Context: an optimization exercise on an open-source flow, tuned for small area. The choices shown serve that exercise and are no tape-out recipe.
The RTL was checked by simulation tests, not by an equivalence proof against the original design.
No driver is modelled on the clock port, so clock power and skew are understated where the tree is cut down; a real chip needs a root buffer or a tree.
No activity file was given, so power comes from the tool's default toggle rates.

==> job 4837: inputs <==
==> flow/design.v <==
`timescale 1ns / 1ps
module single_pulse(clk, rst, x, deb);
parameter INIT = 1'b0;
input clk, rst, x;
output deb;
reg deb;
reg p0;
reg [3:0] c;
wire flip = (c == 4'd9);
wire deb_n = deb ^ flip;
wire d = p0 ^ deb_n;
always @(posedge clk or posedge rst)
	if (rst) begin
		p0 <= INIT;
		c <= 4'd0;
		deb <= INIT;
	end else begin
		p0 <= x;
		deb <= deb_n;
		c <= d ? (flip ? 4'd1 : c + 4'd1) : 4'd0;
	end
endmodule
`timescale 1ns / 1ps
module spi_slave_lcd(clk, rst, SCK, SSEL, MOSI, MISO, pulse, parity, byte_data_send);
input clk, rst, SCK, SSEL, MOSI;
output MISO;
output pulse;
output parity;
input [7:0] byte_data_send;
reg MISO;
reg [2:0] i;
reg [7:0] byte_data_received;
reg [2:0] SCK_vec;
reg done, pulse;
wire SCK_rise = ~SCK_vec[2] & SCK_vec[1];
assign parity = ^byte_data_received;
always @(posedge clk or posedge rst)
	if (rst) begin
		SCK_vec <= 3'b000;
		MISO <= 1'b0;
		i <= 3'd7;
		byte_data_received <= 8'd0;
		done <= 1'b0;
		pulse <= 1'b0;
	end else begin
		SCK_vec <= {SCK_vec[1:0], SCK};
		done <= ~SSEL & SCK_rise & (i == 3'd0);
		pulse <= done;
		if (~SSEL) begin
			if (SCK_rise) begin
				byte_data_received[i] <= MOSI;
				i <= i - 3'd1;
			end
			if (~SCK_vec[1])
				MISO <= byte_data_send[i];
		end else
			i <= 3'd7;
	end
endmodule
`timescale 1ns / 1ps
module latency(clk, rst, SCK, SSEL, MOSI, MISO, leds, interrupt, interrupt_ack, btn2);
input clk, rst, btn2;
input SCK, SSEL, MOSI;
output MISO;
output [7:0] leds;
output interrupt;
input interrupt_ack;
wire sck_deb, ssel_deb, int_ack_deb;
wire pulse, parity;
reg [7:0] byte_data_send;
reg [2:0] state;
reg [31:0] a, b;
single_pulse #(.INIT(1'b0)) db_sck (.clk(clk), .rst(rst), .x(SCK), .deb(sck_deb));
single_pulse #(.INIT(1'b1)) db_ssel (.clk(clk), .rst(rst), .x(SSEL), .deb(ssel_deb));
single_pulse #(.INIT(1'b1)) db_ack (.clk(clk), .rst(rst), .x(interrupt_ack), .deb(int_ack_deb));
spi_slave_lcd si (.clk(clk), .rst(rst), .SCK(sck_deb), .SSEL(ssel_deb), .MOSI(MOSI), .MISO(MISO),
	.pulse(pulse), .parity(parity), .byte_data_send(byte_data_send));
wire st7 = (state == 3'd7);
wire st0 = (state == 3'd0);
wire st1 = (state == 3'd1);
wire st2 = (state == 3'd2);
wire st3 = (state == 3'd3);
assign interrupt = st1;
wire delay_done = b[16] & b[15] & b[10] & b[9] & b[7] & b[5];  
wire [3:0] bc = a[3:0];
wire bc_ge9 = bc[3] & bc[0];
wire [6:0] cnt7 = st0 ? b[6:0] : st3 ? a[6:0] : 7'd0;
assign leds = btn2 ? {parity, cnt7}
                   : {sck_deb, interrupt, int_ack_deb, ssel_deb, 1'b0, state};
always @(posedge clk or posedge rst)
	if (rst) begin
		state <= 3'd7;
		byte_data_send <= 8'd0;
	end else begin
		case (state)
		3'd7: if (pulse) state <= 3'd0;
		3'd0: if (~int_ack_deb & delay_done) state <= 3'd1;
		3'd1: if (int_ack_deb) state <= 3'd2;
		3'd2: if (~ssel_deb) begin
			state <= 3'd3;
			byte_data_send <= a[7:0];
		end
		3'd3: if (pulse) begin
			if (~bc[3])
				case (bc[2:0])
				3'd1: byte_data_send <= a[15:8];
				3'd2: byte_data_send <= a[23:16];
				3'd3: byte_data_send <= a[31:24];
				3'd4: byte_data_send <= b[7:0];
				3'd5: byte_data_send <= b[15:8];
				3'd6: byte_data_send <= b[23:16];
				3'd7: byte_data_send <= b[31:24];
				default: ;
				endcase
		end else if (bc_ge9 & ~sck_deb)
			state <= 3'd0;
		default: ;
		endcase
	end
always @(posedge clk) begin
	case (state)
	3'd7, 3'd0: a <= 32'hFFFFFFF7;
	3'd1: if (~int_ack_deb) a <= a + 32'd1;
	3'd2: if (~ssel_deb) a[7:0] <= 8'd1;
	3'd3: if (pulse & ~bc_ge9) a[3:0] <= bc + 4'd1;
	default: ;
	endcase
	case (state)
	3'd7, 3'd1: b <= 32'd0;
	3'd0: if (~int_ack_deb) b <= b + 32'd1;
	3'd2: if (ssel_deb) b <= b + 32'd1;
	3'd3: if (bc[3]) b <= 32'd0;
	default: ;
	endcase
end
endmodule
==> flow/run.sh <==
#!/bin/bash
# synth_recipe.tcl (not shown) runs the flow's synth.tcl, then flattens the netlist and writes it again
# the make line also repeats each setting of config.mk as NAME=value (left out here)
make -C /OpenROAD-flow-scripts/flow DESIGN_CONFIG=/design/flow/config.mk WORK_HOME=/design/flow/orfs CLKGATE_MAP_FILE= SYNTH_SCRIPT=/design/flow/synth_recipe.tcl finish
==> flow/config.mk <==
export PLATFORM = sky130hd
export DESIGN_NAME = latency
export DESIGN_NICKNAME = latency
export VERILOG_FILES = /design/flow/design.v
export SDC_FILE = /design/flow/constraint.sdc
export NUM_CORES = 4
export LEC_CHECK = 0
export CAP_MARGIN = 20
export CORE_MARGIN = 2
export CORE_UTILIZATION = 40
export SLEW_MARGIN = 20
==> flow/constraint.sdc <==
create_clock -name core_clock -period 10.0 [get_ports {clk}]
set_input_delay 2.0000 -clock core_clock [delete_from_list [all_inputs] [get_ports {clk}]]
set_output_delay 2.0000 -clock core_clock [all_outputs]
set_load 0.01 [all_outputs]
==> inputs of job 6882, as changes to job 4837 <==
--- a/flow/design.v
+++ b/flow/design.v
@@ -6,17 +6,18 @@
 reg deb;
 reg p0;
-reg [3:0] c;
-wire flip = (c == 4'd9);
+reg [3:0] s;
+wire flip = s[3] & ~s[2] & ~s[0];            
 wire deb_n = deb ^ flip;
 wire d = p0 ^ deb_n;
+wire f = s[0] ? (s[2] ^ s[3]) : ~s[2];
 always @(posedge clk or posedge rst)
 	if (rst) begin
 		p0 <= INIT;
-		c <= 4'd0;
+		s <= 4'b0000;
 		deb <= INIT;
 	end else begin
 		p0 <= x;
 		deb <= deb_n;
-		c <= d ? (flip ? 4'd1 : c + 4'd1) : 4'd0;
+		s <= d ? {s[2:0], f} : 4'b0000;
 	end
 endmodule
@@ -35,25 +36,27 @@
 wire SCK_rise = ~SCK_vec[2] & SCK_vec[1];
 assign parity = ^byte_data_received;
+always @(posedge clk) begin
+	SCK_vec <= {SCK_vec[1:0], SCK};
+	if (~SSEL) begin
+		if (SCK_rise)
+			i <= i - 3'd1;
+	end else
+		i <= 3'd7;
+end
 always @(posedge clk or posedge rst)
 	if (rst) begin
-		SCK_vec <= 3'b000;
 		MISO <= 1'b0;
-		i <= 3'd7;
 		byte_data_received <= 8'd0;
 		done <= 1'b0;
 		pulse <= 1'b0;
 	end else begin
-		SCK_vec <= {SCK_vec[1:0], SCK};
 		done <= ~SSEL & SCK_rise & (i == 3'd0);
 		pulse <= done;
 		if (~SSEL) begin
-			if (SCK_rise) begin
+			if (SCK_rise)
 				byte_data_received[i] <= MOSI;
-				i <= i - 3'd1;
-			end
 			if (~SCK_vec[1])
 				MISO <= byte_data_send[i];
-		end else
-			i <= 3'd7;
+		end
 	end
 endmodule
@@ -118,19 +121,22 @@
 		endcase
 	end
+wire b_inc = ~st3 & ((~state[1] & ~int_ack_deb) | (st2 & ssel_deb));
+wire b_clr = st7 | (st1 & int_ack_deb) | (st3 & bc[3]);
+wire b_ld9 = st0 & ~int_ack_deb & delay_done;
+wire [32:0] b_cy;
+assign b_cy[0] = b_inc;
+genvar g;
+generate for (g = 0; g < 32; g = g + 1) begin : inc
+	assign b_cy[g+1] = b_cy[g] & b[g];
+end endgenerate
+wire [31:0] b_sum = b ^ b_cy[31:0];
 always @(posedge clk) begin
+	b <= b_clr ? 32'd0 : b_ld9 ? 32'hFFFFFFF7 : b_sum;
 	case (state)
-	3'd7, 3'd0: a <= 32'hFFFFFFF7;
-	3'd1: if (~int_ack_deb) a <= a + 32'd1;
+	3'd1: if (int_ack_deb) a <= b;
 	3'd2: if (~ssel_deb) a[7:0] <= 8'd1;
 	3'd3: if (pulse & ~bc_ge9) a[3:0] <= bc + 4'd1;
 	default: ;
 	endcase
-	case (state)
-	3'd7, 3'd1: b <= 32'd0;
-	3'd0: if (~int_ack_deb) b <= b + 32'd1;
-	3'd2: if (ssel_deb) b <= b + 32'd1;
-	3'd3: if (bc[3]) b <= 32'd0;
-	default: ;
-	endcase
 end
 endmodule
Settings changed: CORE_UTILIZATION 40 to 60, CTS_BUF_LIST set to sky130_fd_sc_hd__clkbuf_4 sky130_fd_sc_hd__clkbuf_8, PLACE_DENSITY set to 0.75.
==> inputs of job 4773, as changes to job 4837 <==
==> flow/design.v (replaced) <==
`timescale 1ns / 1ps
module single_pulse(clk, rst, x, deb);
parameter INIT = 1'b0;
input clk, rst, x;
output deb;
reg deb;
reg p0;
reg [3:0] s;
wire flip = s[3] & ~s[2] & ~s[0];            
wire deb_n = deb ^ flip;
wire d = p0 ^ deb_n;
wire f = s[0] ? (s[2] ^ s[3]) : ~s[2];
always @(posedge clk or posedge rst)
	if (rst) begin
		p0 <= INIT;
		s <= 4'b0000;
		deb <= INIT;
	end else begin
		p0 <= x;
		deb <= deb_n;
		s <= d ? {s[2:0], f} : 4'b0000;
	end
endmodule
`timescale 1ns / 1ps
module spi_slave_lcd(clk, rst, SCK, SSEL, MOSI, MISO, pulse, parity, byte_data_send);
input clk, rst, SCK, SSEL, MOSI;
output MISO;
output pulse;
output parity;
input [7:0] byte_data_send;
reg MISO;
reg [2:0] i;
reg [7:0] rxr;
reg parity;
reg [2:0] SCK_vec;
reg done, pulse;
wire SCK_rise = ~SCK_vec[2] & SCK_vec[1];
wire step = SSEL ? (i != 3'd7) : SCK_rise;
wire rx_in = SSEL ? rxr[0] : MOSI;
always @(posedge clk) begin
	SCK_vec <= {SCK_vec[1:0], SCK};
	if (step)
		i <= i - 3'd1;
end
always @(posedge clk or posedge rst)
	if (rst) begin
		MISO <= 1'b0;
		rxr <= 8'd0;
		parity <= 1'b0;
		done <= 1'b0;
		pulse <= 1'b0;
	end else begin
		done <= ~SSEL & SCK_rise & (i == 3'd0);
		pulse <= done;
		if (step) begin
			rxr <= {rx_in, rxr[7:1]};
			parity <= parity ^ rxr[0] ^ rx_in;
		end
		if (~SSEL & ~SCK_vec[1])
			MISO <= byte_data_send[i];
	end
endmodule
`timescale 1ns / 1ps
module latency(clk, rst, SCK, SSEL, MOSI, MISO, leds, interrupt, interrupt_ack, btn2);
input clk, rst, btn2;
input SCK, SSEL, MOSI;
output MISO;
output [7:0] leds;
output interrupt;
input interrupt_ack;
wire sck_deb, ssel_deb, int_ack_deb;
wire pulse, parity;
reg [7:0] byte_data_send;
reg [2:0] state;
reg [3:0] cnt;         
reg [31:0] a, b;
single_pulse #(.INIT(1'b0)) db_sck (.clk(clk), .rst(rst), .x(SCK), .deb(sck_deb));
single_pulse #(.INIT(1'b1)) db_ssel (.clk(clk), .rst(rst), .x(SSEL), .deb(ssel_deb));
single_pulse #(.INIT(1'b1)) db_ack (.clk(clk), .rst(rst), .x(interrupt_ack), .deb(int_ack_deb));
spi_slave_lcd si (.clk(clk), .rst(rst), .SCK(sck_deb), .SSEL(ssel_deb), .MOSI(MOSI), .MISO(MISO),
	.pulse(pulse), .parity(parity), .byte_data_send(byte_data_send));
wire st7 = (state == 3'd7);
wire st0 = (state == 3'd0);
wire st1 = (state == 3'd1);
wire st2 = (state == 3'd2);
wire st3 = (state == 3'd3);
assign interrupt = st1;
wire delay_done = b[16] & b[15] & b[10] & b[9] & b[7] & b[5];  
wire cnt_ge9 = cnt[3] & cnt[0];
wire byte_pulse = st3 & pulse & ~cnt[3];       
wire [6:0] cnt7 = st0 ? b[6:0] : {3'd0, cnt};
assign leds = btn2 ? {parity, cnt7}
                   : {sck_deb, interrupt, int_ack_deb, ssel_deb, 1'b0, state};
always @(posedge clk or posedge rst)
	if (rst) begin
		state <= 3'd7;
		byte_data_send <= 8'd0;
		cnt <= 4'd0;
	end else begin
		case (state)
		3'd7: if (pulse) state <= 3'd0;
		3'd0: if (~int_ack_deb & delay_done) state <= 3'd1;
		3'd1: if (int_ack_deb) state <= 3'd2;
		3'd2: if (~ssel_deb) state <= 3'd3;
		3'd3: if (~pulse & cnt_ge9 & ~sck_deb) state <= 3'd0;
		default: ;
		endcase
		if (st3) begin
			if (pulse & ~cnt_ge9)
				cnt <= cnt + 4'd1;
		end else
			cnt <= {3'd0, st2 & ~ssel_deb};
		if ((st2 & ~ssel_deb) | byte_pulse)
			case (cnt[1:0])
			2'd0: byte_data_send <= a[7:0];
			2'd1: byte_data_send <= a[15:8];
			2'd2: byte_data_send <= a[23:16];
			2'd3: byte_data_send <= a[31:24];
			endcase
	end
wire a_ld = (st1 & int_ack_deb) | (byte_pulse & (cnt[1:0] == 2'd3));
wire b_inc = ~st3 & ((~state[1] & ~int_ack_deb) | (st2 & ssel_deb));
wire b_clr = st7 | a_ld;
wire b_ld9 = st0 & ~int_ack_deb & delay_done;
wire [32:0] b_cy;
assign b_cy[0] = b_inc;
genvar g;
generate for (g = 0; g < 32; g = g + 1) begin : inc
	assign b_cy[g+1] = b_cy[g] & b[g];
end endgenerate
wire [31:0] b_sum = b ^ b_cy[31:0];
always @(posedge clk) begin
	b <= b_clr ? 32'd0 : b_ld9 ? 32'hFFFFFFF7 : b_sum;
	if (a_ld)
		a <= b;
end
endmodule
==> flow/flow/run.sh (new file) <==
#!/bin/bash
# Standard layout, except: port buffers are buf_1 cells, and the clock tree
# is a fixed root buffer plus 8 leaf buffers (flow/mycts.tcl).
export MYCTS_NBUF=8
export MYCTS_LEAF=sky130_fd_sc_hd__clkbuf_8
export MYCTS_ROOT=sky130_fd_sc_hd__clkbuf_8
bash standard.sh \
  'BUFFER_PORTS_ARGS=-buffer_cell sky130_fd_sc_hd__buf_1' \
  "PRE_CTS_TCL=$(pwd)/flow/mycts.tcl" \
  finish > standard.log 2>&1
==> flow/flow/mycts.tcl (new file) <==
# Sourced by ORFS's cts.tcl before clock tree synthesis (PRE_CTS_TCL). It
# replaces clock_tree_synthesis with a fixed two-level tree: the clock port
# drives one root buffer, which drives MYCTS_NBUF leaf buffers, each placed
# at the centre of the group of registers it drives. The groups are formed by
# splitting the registers in half at the median y, then each half at the
# median x, and so on. All registers see the same two buffers, so the tree
# is balanced; cts.tcl then legalises the placement and repairs timing.
proc mytree_build {nbuf bufcell rootcell} {
  set block [ord::get_db_block]
  set master [[ord::get_db] findMaster $bufcell]
  set rm [[ord::get_db] findMaster $rootcell]
  set clk [$block findNet clk]
  set sinks {}
  foreach it [$clk getITerms] {
    set inst [$it getInst]
    set loc [$inst getLocation]
    set m [$inst getMaster]
    set cx [expr {[lindex $loc 0] + [$m getWidth] / 2}]
    set cy [expr {[lindex $loc 1] + [$m getHeight] / 2}]
    lappend sinks [list $it $cx $cy]
  }
  set groups [list $sinks]
  set axis 2
  while {[llength $groups] < $nbuf} {
    set ng {}
    foreach g $groups {
      set s [lsort -integer -index $axis $g]
      set h [expr {[llength $s] / 2}]
      lappend ng [lrange $s 0 [expr {$h - 1}]] [lrange $s $h end]
    }
    set groups $ng
    set axis [expr {3 - $axis}]
  }
  set sx 0; set sy 0
  foreach s $sinks { incr sx [lindex $s 1]; incr sy [lindex $s 2] }
  set n [llength $sinks]
  set rinst [odb::dbInst_create $block $rm "clkbuf_root"]
  set drv [odb::dbNet_create $block "clk_root"]
  $drv setSigType CLOCK
  $clk setSigType CLOCK
  [$rinst findITerm A] connect $clk
  [$rinst findITerm X] connect $drv
  $rinst setLocation [expr {$sx / $n - [$rm getWidth] / 2}] [expr {$sy / $n - [$rm getHeight] / 2}]
  $rinst setPlacementStatus PLACED
  set k 0
  foreach g $groups {
    set sx 0; set sy 0
    foreach s $g { incr sx [lindex $s 1]; incr sy [lindex $s 2] }
    set n [llength $g]
    set inst [odb::dbInst_create $block $master "clkbuf_leaf_$k"]
    set net [odb::dbNet_create $block "clk_leaf_$k"]
    $net setSigType CLOCK
    foreach s $g {
      set it [lindex $s 0]
      $it disconnect
      $it connect $net
    }
    [$inst findITerm A] connect $drv
    [$inst findITerm X] connect $net
    $inst setLocation [expr {$sx / $n - [$master getWidth] / 2}] [expr {$sy / $n - [$master getHeight] / 2}]
    $inst setPlacementStatus PLACED
    incr k
  }
  puts "mycts: root $rootcell, $nbuf leaves of $bufcell"
}

rename clock_tree_synthesis orfs_clock_tree_synthesis
proc clock_tree_synthesis {args} {
  mytree_build $::env(MYCTS_NBUF) $::env(MYCTS_LEAF) $::env(MYCTS_ROOT)
}
==> flow/standard.sh (new file) <==
#!/bin/bash
# synth_recipe.tcl (not shown) runs the flow's synth.tcl, then flattens the netlist and writes it again
# the make line also repeats each setting of config.mk as NAME=value (left out here)
make -C /OpenROAD-flow-scripts/flow DESIGN_CONFIG=/design/flow/config.mk WORK_HOME=/design/flow/orfs CLKGATE_MAP_FILE= SYNTH_SCRIPT=/design/flow/synth_recipe.tcl "${@:-finish}"
removed: flow/run.sh
==> comparison <==
Against job 4773, the maximum frequency of job 4837 is larger by 21%.
Design area, lowest first: job 4773, job 6882, job 4837.
Synthesized area: job 4773 < job 6882 < job 4837.
Die area: job 6882 < job 4773 < job 4837.
The highest power belongs to job 4837, the lowest to job 4773.
Against job 6882, the global-route usage of job 4837 is lower by 4.0 points.
Via count, highest first: job 4837, job 6882, job 4773.
Between job 4837 and job 6882, the lower count of clock-buffer cells in the layout is in job 4837 (gap 1).
Between job 6882 and job 4837, the lower non-clock buffer count is in job 4837 (gap 1).
In sequential cell count, job 6882 and job 4837 do not differ.
The clock cells of job 4773 come from the design's own scripts or RTL, not from TritonCTS.

-- static timing again, ports no longer ideal --
In the flow no input, the clock included, has a driving cell. The finished layouts below were timed again as built, in two steps.
Step 1 sets driving cells, clkbuf_16 on the clock port and buf_2 on the other inputs (assumed; they add their load-dependent delay and slew).
Step 2 moves the port delays by t, midway between the first and last clock arrival at a register: inputs arrive t later, outputs are due t later. That takes back most of the time a late clock gives input paths.
a / b / c = ideal ports / drivers / drivers and shift; a / b = the first two.
run | t, ns | setup WS [ns] | hold WS [ns] | worst slew at a driven data input, ns
job 4837 | 0.398 | 4.282 / 4.259 / 4.259 | 0.366 / 0.366 / 0.366 | 0.04
job 6882 | 0.401 | 2.790 / 2.790 / 2.790 | 0.346 / 0.346 / 0.346 | 0.03
job 4773 | 0.401 | 3.095 / 3.095 / 3.095 | 0.335 / 0.335 / 0.335 | 0.03
After both steps setup and hold are still met in every run listed. For job 4837, which loses most, drivers alone change the setup slack by -0.023 ns; drivers and shift together by -0.023 ns.
